Source: an optimization exercise on an open RTL-to-GDS flow (aim: a short achievable clock period and few clock cycles). Production flows keep margins and buffers that such runs may drop.
In this exercise RTL edits were held to simulation tests only and were not proved equivalent to the original.

## flow/design.v

```verilog
`timescale 1ns / 1ps
module CPU(
    input Clock,
    input Reset,
    input [15:0] Mem_Data,
    input SerialValid,
    input [15:0] SerialDataIn,
    input [7:0] GamePad,
    output [15:0] Mem_Addr,
    output Mem_Write,
    output [15:0] Data_Out,
    output [15:0] VGA_Start,
    output [15:0] VGA_Row,
    output SerialSend,
    output SerialRead,
    output [15:0] SerialDataOut
    );
    reg        mop;           
    reg        mld;           
    reg [15:0] mrd_oh;        
    reg [15:0] maddr;         
    reg [15:0] mdata;         
    reg        mwe;           
    reg        irv;           
    reg [15:0] fpc;           
    reg        s_fpc, s_tgt, s_pc2, s_pc1, s_jrt;    
    reg [15:0] jrt;           
    reg [15:0] ir;
    reg [15:0] pc1, pc2, tgt;        
    reg [15:0] ra_oh;         
    reg [15:0] rb_oh;         
    reg [15:0] rd_oh;         
    reg [15:0] immv;          
    reg        p_wr, p_cmp, p_ld, p_st, p_jr, p_vgas, p_vgar, p_send, p_rdser;
    reg        a_add, a_sub, a_and, a_or, a_xor, a_not, a_lsh, a_rsh, a_alsh, a_arsh, a_mov, a_moviu;
    reg        fl, fz, fn;    
    reg        sr_q, ss_q;
    reg [15:0] sdo;
    reg [15:0] vgas, vgar;
    reg [7:0]  pad;
    reg [15:0] rf [0:15];
    reg [15:0] count, Time;
    reg        cv   [0:31];
    reg [10:0] ctag [0:31];
    reg [15:0] cdat [0:31];
    wire [15:0] faddr = ({16{s_fpc}} & fpc) | ({16{s_tgt}} & tgt) | ({16{s_jrt}} & jrt)
                      | ({16{s_pc2}} & pc2) | ({16{s_pc1}} & pc1);
    assign Mem_Addr = mop ? maddr : faddr;
    assign Mem_Write = mwe & Reset;
    assign Data_Out = mdata;
    assign VGA_Start = vgas;
    assign VGA_Row = vgar;
    assign SerialSend = ss_q & Reset;
    assign SerialRead = sr_q & Reset;
    assign SerialDataOut = sdo;
    wire [4:0]  cidx  = faddr[4:0];
    wire        chit  = cv[cidx] & (ctag[cidx] == faddr[15:5]);
    wire [15:0] cword = cdat[cidx];
    wire dep  = mld & |(mrd_oh & (ra_oh | rb_oh));    
    wire exec = irv & ~(mop & dep);
    reg [15:0] rfa, rfb;
    integer k;
    always @(*) begin
        rfa = 16'h0000;
        rfb = 16'h0000;
        for (k = 0; k < 16; k = k + 1) begin
            rfa = rfa | ({16{ra_oh[k]}} & rf[k]);
            rfb = rfb | ({16{rb_oh[k]}} & rf[k]);
        end
    end
    wire [15:0] opa = rfa | immv;
    wire [15:0] opb = rfb;
    wire [15:0] r_add = opa + opb;
    wire [15:0] r_sub = opb - opa;
    wire [15:0] result =
          ({16{a_add}}   & r_add)
        | ({16{a_sub}}   & r_sub)
        | ({16{a_and}}   & (opa & opb))
        | ({16{a_or}}    & (opa | opb))
        | ({16{a_xor}}   & (opa ^ opb))
        | ({16{a_not}}   & {15'b0, ~|opa})
        | ({16{a_lsh}}   & {opa[14:0], 1'b0})
        | ({16{a_rsh}}   & {1'b0, opa[15:1]})
        | ({16{a_alsh}}  & {opa[14:0], opa[0]})
        | ({16{a_arsh}}  & {opa[15], opa[15:1]})
        | ({16{a_mov}}   & opa)
        | ({16{a_moviu}} & {opa[15:8], opb[7:0]});
    wire c_l = opa > opb;
    wire c_z = opa == opb;
    wire c_n = $signed(opa) > $signed(opb);
    wire nf_l = exec ? (p_cmp & c_l) : fl;
    wire nf_z = exec ? (p_cmp & c_z) : fz;
    wire nf_n = exec ? (p_cmp & c_n) : fn;
    wire x_ldst = exec & (p_ld | p_st);
    wire x_nv   = exec & p_rdser & ~SerialValid;
    wire [15:0] wdata = p_rdser ? SerialDataIn : result;
    wire        wen_e = exec & (p_wr | (p_rdser & SerialValid));
    wire        wen_m = mop & mld;
    wire ir_free = ~irv | exec;
    wire got     = ~mop | chit;
    wire load_ir = ir_free & got;
    wire [15:0] ins = mop ? cword : Mem_Data;
    wire [3:0] op  = ins[15:12];
    wire [3:0] ext = ins[11:8];
    wire [7:0] imm = ins[11:4];
    wire d_alu   = op == 4'h0;
    wire d_cmp   = op == 4'h3;
    wire d_ld    = op == 4'h4 && ext == 4'h0;
    wire d_st    = op == 4'h4 && ext == 4'h1;
    wire d_addi  = op == 4'h5;
    wire d_addui = op == 4'h6;
    wire d_moviu = op == 4'h7;
    wire d_movi  = op == 4'h8;
    wire d_subi  = op == 4'h9;
    wire d_cmpi  = op == 4'hB;
    wire d_jr    = op == 4'hC && ext == 4'h0;
    wire d_spc   = op == 4'hC && ext == 4'h1;
    wire d_vgas  = op == 4'hD && ext == 4'h0;
    wire d_vgar  = op == 4'hD && ext == 4'h1;
    wire d_rdser = op == 4'hD && ext == 4'h2;
    wire d_send  = op == 4'hD && ext == 4'h3;
    wire d_pad   = op == 4'hD && ext == 4'h4;
    wire d_clk   = op == 4'hD && ext == 4'h5;
    wire d_regA = d_alu | d_cmp | d_ld | d_st | d_jr | d_vgas | d_vgar | d_send;
    wire d_regB = d_alu | d_cmp | d_st | d_addi | d_addui | d_moviu | d_subi | d_cmpi;
    wire [15:0] d_immv =
          (d_addi | d_subi | d_cmpi) ? {{8{imm[7]}}, imm}
        : (d_addui | d_movi)         ? {8'h00, imm}
        : d_moviu                    ? {imm, 8'h00}
        : d_spc                      ? faddr
        : d_pad                      ? {8'h00, pad}
        : d_clk                      ? Time
        :                              16'h0000;
    wire [15:0] oh_a = 16'h0001 << ins[7:4];
    wire [15:0] oh_b = 16'h0001 << ins[3:0];
    reg [15:0] rfj;
    always @(*) begin
        rfj = 16'h0000;
        for (k = 0; k < 16; k = k + 1)
            rfj = rfj | ({16{oh_a[k]}} & rf[k]);
    end
    wire [15:0] ir_ra_oh = 16'h0001 << ir[7:4];
    wire [15:0] jrt_new  = (wen_e & |(rd_oh & oh_a)) ? wdata
                         : (wen_m & |(mrd_oh & oh_a)) ? Mem_Data : rfj;
    wire [15:0] jrt_held = (wen_m & |(mrd_oh & ir_ra_oh)) ? Mem_Data : jrt;
    wire [3:0] j_op  = load_ir ? op  : ir[15:12];
    wire [3:0] j_ext = load_ir ? ext : ir[11:8];
    wire j_isj   = (j_op == 4'hA) && (j_ext <= 4'h5);
    wire j_isb   = (j_op == 4'h1) && (j_ext <= 4'h4);
    wire j_rdser = load_ir ? d_rdser : p_rdser;
    wire j_jr    = load_ir ? d_jr : p_jr;
    reg cond;
    always @(*) begin
        case (j_ext)
            4'h0: cond = nf_z | nf_n;
            4'h1: cond = nf_l | nf_z;
            4'h2: cond = nf_z;
            4'h3: cond = ~nf_z & ~nf_n;
            4'h4: cond = ~nf_l;
            default: cond = 1'b1;
        endcase
    end
    wire n_irv = ir_free ? (got & ~x_nv) : 1'b1;
    wire j_tk  = j_isj & cond;
    wire j_sk  = (j_isb & ~cond) | j_rdser;
    always @(posedge Clock, negedge Reset) begin
        if (~Reset) begin
            mop <= 1'b0;
            mld <= 1'b0;
            mwe <= 1'b0;
            irv <= 1'b0;
            fpc <= 16'h0000;
            s_fpc <= 1'b1; s_tgt <= 1'b0; s_pc2 <= 1'b0; s_pc1 <= 1'b0; s_jrt <= 1'b0;
            fl <= 1'b0; fz <= 1'b0; fn <= 1'b0;
            sr_q <= 1'b0;
            ss_q <= 1'b0;
            vgas <= 16'h0000;
            vgar <= 16'h0000;
        end else begin
            mop <= x_ldst;
            mld <= exec & p_ld;
            mwe <= exec & p_st;
            irv <= n_irv;
            if (x_nv) fpc <= pc1;
            else if (ir_free & ~got) fpc <= faddr;
            s_fpc <= ~n_irv;
            s_tgt <= n_irv & j_tk;
            s_pc2 <= n_irv & j_sk;
            s_jrt <= n_irv & j_jr;
            s_pc1 <= n_irv & ~j_jr & ~j_tk & ~j_sk;
            if (exec) begin
                fl <= p_cmp & c_l;
                fz <= p_cmp & c_z;
                fn <= p_cmp & c_n;
            end
            sr_q <= n_irv & j_rdser;
            ss_q <= exec & p_send;
            if (exec & p_vgas) vgas <= opa;
            if (exec & p_vgar) vgar <= opa;
        end
    end
    always @(posedge Clock) begin
        pad <= GamePad;
        sdo <= opa;
        if (exec) begin
            maddr <= opa;
            mdata <= opb;
            mrd_oh <= rd_oh;
        end
        jrt <= load_ir ? jrt_new : jrt_held;
        if (load_ir) begin
            ir <= ins;
            pc1 <= faddr + 16'h0001;
            pc2 <= faddr + 16'h0002;
            tgt <= faddr + {{8{ins[7]}}, ins[7:0]};
            ra_oh <= d_regA ? oh_a : 16'h0000;
            rb_oh <= d_regB ? oh_b : 16'h0000;
            rd_oh <= oh_b;
            immv <= d_immv;
            p_wr <= d_alu | d_addi | d_addui | d_moviu | d_movi | d_subi | d_spc | d_pad | d_clk;
            p_cmp <= d_cmp | d_cmpi;
            p_ld <= d_ld;
            p_st <= d_st;
            p_jr <= d_jr;
            p_vgas <= d_vgas;
            p_vgar <= d_vgar;
            p_send <= d_send;
            p_rdser <= d_rdser;
            a_and  <= d_alu & ext == 4'h1;
            a_or   <= d_alu & ext == 4'h2;
            a_xor  <= d_alu & ext == 4'h3;
            a_not  <= d_alu & ext == 4'h4;
            a_add  <= (d_alu & (ext == 4'h5 || ext == 4'h6)) | d_addi | d_addui;
            a_alsh <= d_alu & ext == 4'h7;
            a_arsh <= d_alu & ext == 4'h8;
            a_sub  <= (d_alu & ext == 4'h9) | d_subi;
            a_lsh  <= d_alu & ext == 4'hC;
            a_mov  <= (d_alu & ext == 4'hD) | d_movi | d_spc | d_pad | d_clk;
            a_rsh  <= d_alu & ext == 4'hE;
            a_moviu <= d_moviu;
        end
    end
    integer i;
    always @(posedge Clock, negedge Reset) begin
        if (~Reset) begin
            for (i = 0; i < 16; i = i + 1) rf[i] <= 16'h0000;
        end else begin
            for (i = 0; i < 16; i = i + 1)
                if (wen_e & rd_oh[i]) rf[i] <= wdata;
                else if (wen_m & mrd_oh[i]) rf[i] <= Mem_Data;
        end
    end
    wire [4:0] sidx = maddr[4:0];
    always @(posedge Clock, negedge Reset) begin
        if (~Reset) begin
            for (i = 0; i < 32; i = i + 1) cv[i] <= 1'b0;
        end else if (~mop) begin
            cv[cidx] <= 1'b1;
        end
    end
    always @(posedge Clock) begin
        if (~mop) begin
            ctag[cidx] <= faddr[15:5];
            cdat[cidx] <= Mem_Data;
        end else if (mwe & cv[sidx] & (ctag[sidx] == maddr[15:5])) begin
            cdat[sidx] <= mdata;
        end
    end
    always @(posedge Clock, negedge Reset) begin
        if (~Reset) begin
            Time <= 16'h0000;
            count <= 16'h0000;
        end else if (count > 16'h61a8) begin
            Time <= Time + 16'h0001;
            count <= 16'h0000;
        end else begin
            count <= count + 16'h0001;
        end
    end
endmodule
```

## flow/standard.sh

```bash
#!/bin/bash
# synth_recipe.tcl (not shown) runs the flow's synth.tcl, then flattens the netlist and writes it again
# the make line also repeats each setting of config.mk as NAME=value (left out here)
make -C /OpenROAD-flow-scripts/flow DESIGN_CONFIG=/design/flow/config.mk WORK_HOME=/design/flow/orfs CLKGATE_MAP_FILE= SYNTH_SCRIPT=/design/flow/synth_recipe.tcl "${@:-finish}"
```

## flow/constraint.sdc

```tcl
create_clock -name core_clock -period 13.0 [get_ports {Clock}]
set_input_delay 2.6000 -clock core_clock [delete_from_list [all_inputs] [get_ports {Clock}]]
set_output_delay 2.6000 -clock core_clock [all_outputs]
set_load 0.01 [all_outputs]
```

## flow/config.mk

```make
export PLATFORM = sky130hd
export DESIGN_NAME = CPU
export DESIGN_NICKNAME = CPU
export VERILOG_FILES = /design/flow/design.v
export SDC_FILE = /design/flow/constraint.sdc
export NUM_CORES = 4
export LEC_CHECK = 0
export CAP_MARGIN = 20
export CORE_MARGIN = 2
export CORE_UTILIZATION = 40
export PLACE_DENSITY = 0.6
export SLEW_MARGIN = 20
```

## flow/flow/run.sh

```bash
#!/bin/bash
set -euo pipefail
bash standard.sh SETUP_SLACK_MARGIN=8 finish > make_finish.log 2>&1
```

==> results.sh, run 1 <==
export IMPL_setup_repair_after_global_routing_missed_its_margin="yes"
export IMPL_synth_compound_area_share_pct=14.1
export IMPL_clock_sink_count=1484
export IMPL_register_area_sq_um=42400
export IMPL_ratio_of_cells_with_drive_above_1_in_the_final_layout_pct=25.3
export IMPL_grt_pass1_wl_mm=426
export IMPL_ys_top_cells_by_area="sky130_fd_sc_hd__edfxtp_1 (44%), sky130_fd_sc_hd__dfrtp_1 (13%), sky130_fd_sc_hd__nand2_1 (5.1%)"
export IMPL_drt_pre_antenna_iters=15
export IMPL_ctsRootBufferMaster="sky130_fd_sc_hd__clkbuf_16"
export IMPL_post_dp_hpwl_mm=179
export IMPL_timing_worst_setup_path_type="reg2reg"
export IMPL_worst_slew_pin_slew_ps=1260
export IMPL_cts_inserted_buffers=157
export IMPL_post_synth_top_area_cell="sky130_fd_sc_hd__edfxtp_1"
export IMPL_floorplan_die_area_sq_um=185000
export IMPL_route_detailed_drc=0
export IMPL_ys_top_cells_by_count="sky130_fd_sc_hd__edfxtp_1 (1071), sky130_fd_sc_hd__nand2_1 (993), sky130_fd_sc_hd__o21ai_0 (457)"
export IMPL_syn_nets=6240
export IMPL_core_area_sq_um=181000
export IMPL_synth_cell_area_sq_um=72700
export IMPL_number_of_top_level_pins=126
export IMPL_r2r_end="tgt[14]$_DFFE_PP_"
export IMPL_htree_levels=4
export IMPL_worst_hold_slack_ps=477
export IMPL_gp_congestion=1.03
export IMPL_run_status="complete, no violations"
export IMPL_synth_distinct_cells=106
export IMPL_fin_crit_ps=5810
export IMPL_worstReg2RegStart="s_fpc$_DFF_PN1_"
export IMPL_grt_overflow_total=0
export IMPL_end_kind="flop"
export IMPL_synth_adder_area_share_pct=1.58
export IMPL_synth_xor_xnor_area_share_pct=1.16
export IMPL_r2r_worst_path_cells=27
export IMPL_die_width_um=430
export IMPL_synth_sequential_area_ratio_pct=58.2
export IMPL_placement_rows=156
export IMPL_starting_density_pct=40.2
export IMPL_synthFlopType="sky130_fd_sc_hd__edfxtp_1"
export IMPL_synth_area_per_cell_sq_um=11.9
export IMPL_critical_path_max_fanout=25
export IMPL_multiInputGateArea_sq_um=29900
export IMPL_setup_failing_eps_final=0
export IMPL_async_flop_share_pct=25.7
export IMPL_report_final_hold_viol_count=0
export IMPL_most_frequently_used_cell_type_in_the_post_synthesis_netlist="sky130_fd_sc_hd__edfxtp_1"
export IMPL_grt_pass1_vias=55300
export IMPL_number_of_antenna_violations_at_the_first_check_in_global_routing=11
export IMPL_layout_area_overhead_vs_synth_pct=23.6
export IMPL_timing_fmax_ghz=0.172
export IMPL_num_fill_cells=15600
export IMPL_setup_reg_to_reg_worst_slack_ps=7190
export IMPL_critPathArrivalTime_ps=6390
export IMPL_final_setup_tns_ps=0
export IMPL_yosys_area_share_simple_pct=11.2
export IMPL_synth_top_family_by_area="compound AO/OA/AOI/OAI gates"
export IMPL_grt_start_max_net_pins=146
export IMPL_postSynthCellCount=6107
export IMPL_critPathRequiredTime_ps=13590
export IMPL_final_min_period_over_clock_period_pct=44.7
export IMPL_dr_total_vias=60100
export IMPL_placement_io_buffers=125
export IMPL_worst_hold_path_cell_count=1
export IMPL_cap_viol_max_count=0
export IMPL_wirelength_mm=314
export IMPL_initialDrtViolationCount=10300
export IMPL_hold_path_class="reg2reg"
export IMPL_die_y_um=430
export IMPL_globalRouteTotalUtil_pct=32.4
export IMPL_timing_max_transition_violations_final=0
export IMPL_drtAntennaViolNets=0
export IMPL_postCtsHoldBufs=0
export IMPL_synth_mux_area_fraction_pct=10.1
export IMPL_nNetsFinal=6714
export IMPL_clk_latency_ps=870
export IMPL_number_of_enable_flip_flop_cells_after_synthesis=1071
export IMPL_hold_end="Time[15]$_DFFE_PN0N_"
export IMPL_route_detailed_wl_per_inst_um=34.6
export IMPL_viasPerCell=6.61
export IMPL_synth_seq_cells=1484
export IMPL_max_clock_skew_ps=46.5
export IMPL_postLayoutCoreUtil_pct=49.7
export IMPL_clockBufferDepth=3
export IMPL_synth_warning_count=3
export IMPL_synth_top_area_share_pct=44.2
export IMPL_relSlewSlack_pct=15.3
export IMPL_tritoncts="built"
export IMPL_hold_startpoint="Time[15]$_DFFE_PN0N_"
export IMPL_path_clk_slew_ps=70
export IMPL_critical_path_startpoint_type="flop"
-- flip-flops by register name, summed over array words and instances (netlist names), 32 cells and up, named ones only --
name / cells
cv: 32
cdat: 512
ctag: 352
rf: 256
-- cell type report --
class	instances	area share, %
Clock inverter	56	0.685
Inverter	107	0.537
Timing Repair inverter	6	0.0932
Clock buffer	233	4.93
Sequential cell	1484	47.1
Multi-Input combinational cell	4041	33.2
Tap cell	2370	3.30
Antenna cell	5	0.0139
Timing Repair Buffer	784	10.1
-- layout by cell type, fill, tap and decap left out, types with 102 or more instances in the layout --
master	count
sky130_fd_sc_hd__o21ai_0	413
sky130_fd_sc_hd__clkdlybuf4s50_1	103
sky130_fd_sc_hd__nand2_1	947
sky130_fd_sc_hd__mux2_2	217
sky130_fd_sc_hd__edfxtp_1	1071
sky130_fd_sc_hd__clkbuf_16	173
sky130_fd_sc_hd__nor2_1	174
sky130_fd_sc_hd__dfrtp_1	376
sky130_fd_sc_hd__a21oi_1	102
sky130_fd_sc_hd__a22oi_1	171
sky130_fd_sc_hd__mux4_2	113
sky130_fd_sc_hd__a221oi_1	136
sky130_fd_sc_hd__mux2i_1	211
sky130_fd_sc_hd__nand3_1	165
sky130_fd_sc_hd__buf_4	401
sky130_fd_sc_hd__buf_6	109
sky130_fd_sc_hd__a22o_1	122
-- worst max-delay path, cell delays in order, from the launching register on --
cell and delay (ps):
sky130_fd_sc_hd__dfstp_4 510, sky130_fd_sc_hd__buf_6 130, sky130_fd_sc_hd__a222oi_1 470, sky130_fd_sc_hd__and2_4 280, sky130_fd_sc_hd__buf_4 130, sky130_fd_sc_hd__buf_12 210
sky130_fd_sc_hd__nor2_2 70, sky130_fd_sc_hd__buf_6 230, sky130_fd_sc_hd__nand3_1 130, sky130_fd_sc_hd__nand4_1 400, sky130_fd_sc_hd__a31oi_2 380, sky130_fd_sc_hd__inv_2 90
sky130_fd_sc_hd__ha_4 180, sky130_fd_sc_hd__fa_2 400, sky130_fd_sc_hd__a21oi_2 150, sky130_fd_sc_hd__nor2_1 60, sky130_fd_sc_hd__nor2_2 130, sky130_fd_sc_hd__o21bai_1 110
sky130_fd_sc_hd__a21oi_2 160, sky130_fd_sc_hd__o21bai_1 100, sky130_fd_sc_hd__a21oi_2 300, sky130_fd_sc_hd__o21bai_1 120, sky130_fd_sc_hd__a21oi_2 170, sky130_fd_sc_hd__o21bai_1 90
sky130_fd_sc_hd__a21oi_2 140, sky130_fd_sc_hd__o21bai_1 80, sky130_fd_sc_hd__a21oi_1 190, sky130_fd_sc_hd__xnor2_1 80
-- worst max-delay path by stage --
stage | from | depth (start not counted) | endpoint | slack [ps]
after floorplan | s_jrt$_DFF_PN0_ | 26 | jrt[5]$_DFFE_PP_ | 7170
after global placement | s_jrt$_DFF_PN0_ | 18 | jrt[13]$_DFFE_PP_ | 4940
after detailed placement | s_jrt$_DFF_PN0_ | 17 | jrt[13]$_DFFE_PP_ | 4880
after CTS | jrt[0]$_DFFE_PP_ | 28 | tgt[14]$_DFFE_PP_ | 7270
after global routing | s_fpc$_DFF_PN1_ | 28 | tgt[15]$_DFFE_PP_ | 7060
final | s_fpc$_DFF_PN1_ | 27 | tgt[14]$_DFFE_PP_ | 7190
-- cell families after synthesis --
group                    count (synthesis)
AND/OR/NAND/NOR                       1807
flip-flops                            1484
AO/OA/AOI/OAI                         1478
buffers and inverters                  587
multiplexers                           564
XOR/XNOR                                96
adder cells (fa/ha/maj)                 90
other                                    1
-- per-layer routing --
metal	global-route usage, %	wire length [um]
met5	0.182	39
met2	46.6	132000
met1	42.5	115000
met3	10.7	43800
met4	19.4	23200
-- repair_timing --
| item | 4_1_cts | 5_1_grt |
|---|---|---|
| gates cloned | 49 | 20 |
| endpoints found under the setup margin | 1564 | 956 |
| setup buffers | 274 | 100 |
| resized for setup | 527 | 270 |
| pin swaps | 125 | 118 |
-- through the flow --
stage                     instance area [sq um]  instances  worst slack, ps
after floorplan                           73000       6107             7170
after global placement                    77000       8347             4940
after detailed placement                  77000       8348             4880
after CTS                                 87600       8960             7270
after global routing                      89900       9082             7060
final                                     89900       9086             7190
Testbench counts, summed over its fixed seeds: cycles 70,277.
==> run 2: changes to the inputs <==
==> flow/run.sh (new file) <==
#!/bin/bash
# synth_recipe.tcl (not shown) runs the flow's synth.tcl, then flattens the netlist and writes it again
# the make line also repeats each setting of config.mk as NAME=value (left out here)
make -C /OpenROAD-flow-scripts/flow DESIGN_CONFIG=/design/flow/config.mk WORK_HOME=/design/flow/orfs CLKGATE_MAP_FILE= SYNTH_SCRIPT=/design/flow/synth_recipe.tcl finish
removed: flow/flow/run.sh
removed: flow/standard.sh
==> run 2 against run 1 <==
  * Synthesized area did not move
  * Worst hold slack improved by 5.2 ps
  * Fmax decreased by 32%
  * First-iteration DRC count shrank 12%
  * Via count decreased by 6.1%
  * Sequential share of layout area rose by 4.3 points
  * Clock skew decreased by 15 ps
  * Clock-buffer cell count is 26 lower
  * Critical path type unchanged
==> results.sh, run 2 <==
export IMPL_postCtsHoldBufs=0
export IMPL_final_common_cell="sky130_fd_sc_hd__edfxtp_1"
export IMPL_worst_hold_path_cell_count=0
export IMPL_report_final_hold_viol_count=0
export IMPL_relSlewSlack_pct=17.3
export IMPL_path_cells="a222oi_1 -> buf_4 -> nand2_8 -> inv_8 -> buf_4 -> mux2i_1 -> o22ai_1 -> nor4_1 -> o221ai_4 -> or2_1 -> nor2_4 -> a221oi_2 -> a41oi_2 -> o21ai_2 -> a221o_1"
export IMPL_timing_fmax_ghz=0.116
export IMPL_synth_distinct_cells=106
export IMPL_synthFlopType="sky130_fd_sc_hd__edfxtp_1"
export IMPL_registers_top_by_ff_count="cdat"
export IMPL_final_setup_tns_ps=0
export IMPL_number_of_enable_flip_flop_cells_after_synthesis=1071
export IMPL_die_width_um=430
export IMPL_postLayoutCoreUtil_pct=45.5
export IMPL_nNetsFinal=6278
export IMPL_grt_pass1_wl_mm=406
export IMPL_cap_viol_max_count=0
export IMPL_clock_sink_count=1484
export IMPL_most_frequent_cell_on_critical_path="sky130_fd_sc_hd__buf_4"
export IMPL_worst_slew_pin_slew_ps=1240
export IMPL_most_frequently_used_cell_type_in_the_post_synthesis_netlist="sky130_fd_sc_hd__edfxtp_1"
export IMPL_num_fill_cells=16200
export IMPL_number_of_antenna_violations_at_the_first_check_in_global_routing=14
export IMPL_critPathArrivalTime_ps=9180
export IMPL_post_dp_hpwl_mm=180
export IMPL_syn_nets=6240
export IMPL_tritoncts="built"
export IMPL_critical_path_max_fanout=130
export IMPL_r2r_end="jrt[6]$_DFFE_PP_"
export IMPL_place_area_sq_um=77000
export IMPL_route_detailed_wl_per_inst_um=33.5
export IMPL_viasPerCell=6.52
export IMPL_most_common_layout_cells="sky130_fd_sc_hd__edfxtp_1 (1071), sky130_fd_sc_hd__nand2_1 (973), sky130_fd_sc_hd__o21ai_0 (452), sky130_fd_sc_hd__dfrtp_1 (380), sky130_fd_sc_hd__mux2_2 (234)"
export IMPL_final_min_period_over_clock_period_pct=66.2
export IMPL_critical_path_max_stage_delay_ps=880
export IMPL_ys_top_cells_by_count="sky130_fd_sc_hd__edfxtp_1 (1071), sky130_fd_sc_hd__nand2_1 (993), sky130_fd_sc_hd__o21ai_0 (457)"
export IMPL_numPlacedInstances=8353
export IMPL_final_std_cells_w_o_fill=8652
export IMPL_layout_area_overhead_vs_synth_pct=13.2
export IMPL_async_flop_share_pct=25.7
export IMPL_htree_levels=4
export IMPL_floorplan_die_area_sq_um=185000
export IMPL_ys_top_cells_by_area="sky130_fd_sc_hd__edfxtp_1 (44%), sky130_fd_sc_hd__dfrtp_1 (13%), sky130_fd_sc_hd__nand2_1 (5.1%)"
export IMPL_largest_register_ff_count=512
export IMPL_ratio_of_cells_with_drive_above_1_in_the_final_layout_pct=16.4
export IMPL_synth_seq_cells=1484
export IMPL_synth_cell_area_sq_um=72700
export IMPL_route_detailed_drc=0
export IMPL_drtAntennaViolNets=0
export IMPL_cp_num_cells=15
export IMPL_finalInstanceArea_sq_um=82300
export IMPL_end_kind="flop"
export IMPL_setup_reg_to_reg_worst_slack_ps=4400
export IMPL_cts_inserted_buffers=159
export IMPL_grt_start_max_net_pins=166
export IMPL_starting_density_pct=40.2
export IMPL_grt_pass1_vias=53300
export IMPL_setup_failing_eps_final=0
export IMPL_initialDrtViolationCount=9069
export IMPL_worstReg2RegStart="s_jrt$_DFF_PN0_"
export IMPL_timing_worst_setup_path_type="reg2reg"
export IMPL_ctsRootBufferMaster="sky130_fd_sc_hd__clkbuf_16"
export IMPL_gp_congestion=1.03
export IMPL_die_y_um=430
export IMPL_placement_rows=156
export IMPL_hold_end="mrd_oh[7]$_DFFE_PP_"
export IMPL_critPathBufInv=3
export IMPL_synth_area_per_cell_sq_um=11.9
export IMPL_dr_total_vias=56400
export IMPL_hold_path_class="reg2reg"
export IMPL_core_area_sq_um=181000
export IMPL_grt_overflow_total=0
export IMPL_critPathRequiredTime_ps=13580
export IMPL_fin_crit_ps=8600
export IMPL_run_status="complete, no violations"
export IMPL_drt_pre_antenna_iters=10
export IMPL_cts_resized=0
export IMPL_timing_critical_path_slowest_stage_cell="sky130_fd_sc_hd__inv_8"
export IMPL_hold_startpoint="rd_oh[7]$_DFFE_PP_"
export IMPL_synth_warning_count=3
export IMPL_post_synth_top_area_cell="sky130_fd_sc_hd__edfxtp_1"
export IMPL_setup_repair_after_global_routing_missed_its_margin="no"
export IMPL_clockBufferDepth=3
export IMPL_number_of_top_level_pins=126
export IMPL_timing_max_transition_violations_final=0
export IMPL_largestRegisters="cdat: 512 flops, ctag: 352 flops, rf: 256 flops"
export IMPL_r2r_worst_path_cells=15
export IMPL_max_clock_skew_ps=31.4
export IMPL_placement_io_buffers=125
export IMPL_globalRouteTotalUtil_pct=30.6
export IMPL_synth_top_area_share_pct=44.2
export IMPL_wirelength_mm=290
export IMPL_synth_sequential_area_ratio_pct=58.2
export IMPL_path_delay_family="simple AND/OR/NAND/NOR gates"
export IMPL_critical_path_startpoint_type="flop"
export IMPL_cts_post_setup_buffers_inserted=0
export IMPL_path_clk_slew_ps=60
export IMPL_clk_latency_ps=840
export IMPL_postSynthCellCount=6107
## run 2: worst register-to-register path: cells and delay by family (launching register included)
| kind | cells | cell delay [ps] |
|---|---|---|
| buffers and inverters | 3 | 2370 |
| muxes | 1 | 310 |
| and+or+nand+nor | 4 | 2730 |
| DFF | 1 | 580 |
| AOI/OAI and AO/OA | 7 | 2360 |
## run 2: final cells by class
type                            count  area, sq um  share of cell area [%]
Timing Repair Buffer              357         3060                    3.72
Tap cell                         2370         2970                    3.60
Clock buffer                      207         4300                    5.22
Antenna cell                        6         15.0                  0.0182
Inverter                          107          412                   0.500
Multi-Input combinational cell   4036        28200                    34.3
Clock inverter                     85         1010                    1.23
Sequential cell                  1484        42400                    51.4
## run 2: per-layer routing
metal / share of wire [%] / track usage [%] / up-vias
met5: 0.029 / 0 / -
met4: 6.0 / 15.7 / 12
met3: 13 / 9.90 / 941
met2: 43 / 45.0 / 4123
met1: 38 / 40.4 / 28000
li1: - / - / 23300
## run 2: cell families (layout without fill, tap and decap cells)
group,after synthesis,after routing,synth area share [%]
AOI/OAI and AO/OA,1478,1478,14.1
DFF,1484,1484,58.2
other,1,7,0.00516
adders and majority gates,90,90,1.58
muxes,564,564,10.1
and+or+nand+nor,1807,1807,11.2
xor gates and xnor gates,96,96,1.16
buffers and inverters,587,756,3.61
## run 2: worst max path at each step
stage	endpoint	slack, ps	startpoint
floorplan	jrt[5]$_DFFE_PP_	5880	s_jrt$_DFF_PN0_
global placement	jrt[0]$_DFFE_PP_	4940	s_pc1$_DFF_PN0_
detailed placement	jrt[6]$_DFFE_PP_	4780	s_pc1$_DFF_PN0_
CTS	jrt[0]$_DFFE_PP_	4760	s_pc1$_DFF_PN0_
global route	jrt[14]$_DFFE_PP_	4260	s_jrt$_DFF_PN0_
finish	jrt[6]$_DFFE_PP_	4400	s_jrt$_DFF_PN0_
## run 2: stage by stage
step | hold WS (ps) | setup slack, ps
2_1_floorplan | 427 | 5880
3_3_place_gp | 452 | 4940
3_5_place_dp | 469 | 4780
4_1_cts | 475 | 4760
5_1_grt | 501 | 4260
6_report | 482 | 4400

## re-timing with driven ports
No port has a modelled driver above. Below, the same layouts with a new extraction and two added sets of constraints.
Step 1 assumes that a clkbuf_16 drives the clock port and a buf_2 every other input.
Step 2 times the ports against the registers' clock, not the clock port: input delays grow and output delays shrink by t, the midpoint of the rising clock arrivals with the driver on.
Three values: ideal ports, drivers, drivers and shift; two values: the first two.
| run | t, ns | setup slack, ns | hold slack, ns | pins driven straight from the clock port |
|---|---|---|---|---|
| run 1 | 0.939 | 7.194 / 7.126 / 6.500 | 0.477 / 0.477 / 0.477 | 1 |
| run 2 | 0.913 | 4.400 / 4.400 / 4.400 | 0.482 / 0.482 / 0.482 | 1 |
After both steps setup and hold are still met in every run listed. For run 1, which loses most, drivers alone change the setup slack by -0.068 ns; drivers and shift together by -0.694 ns.
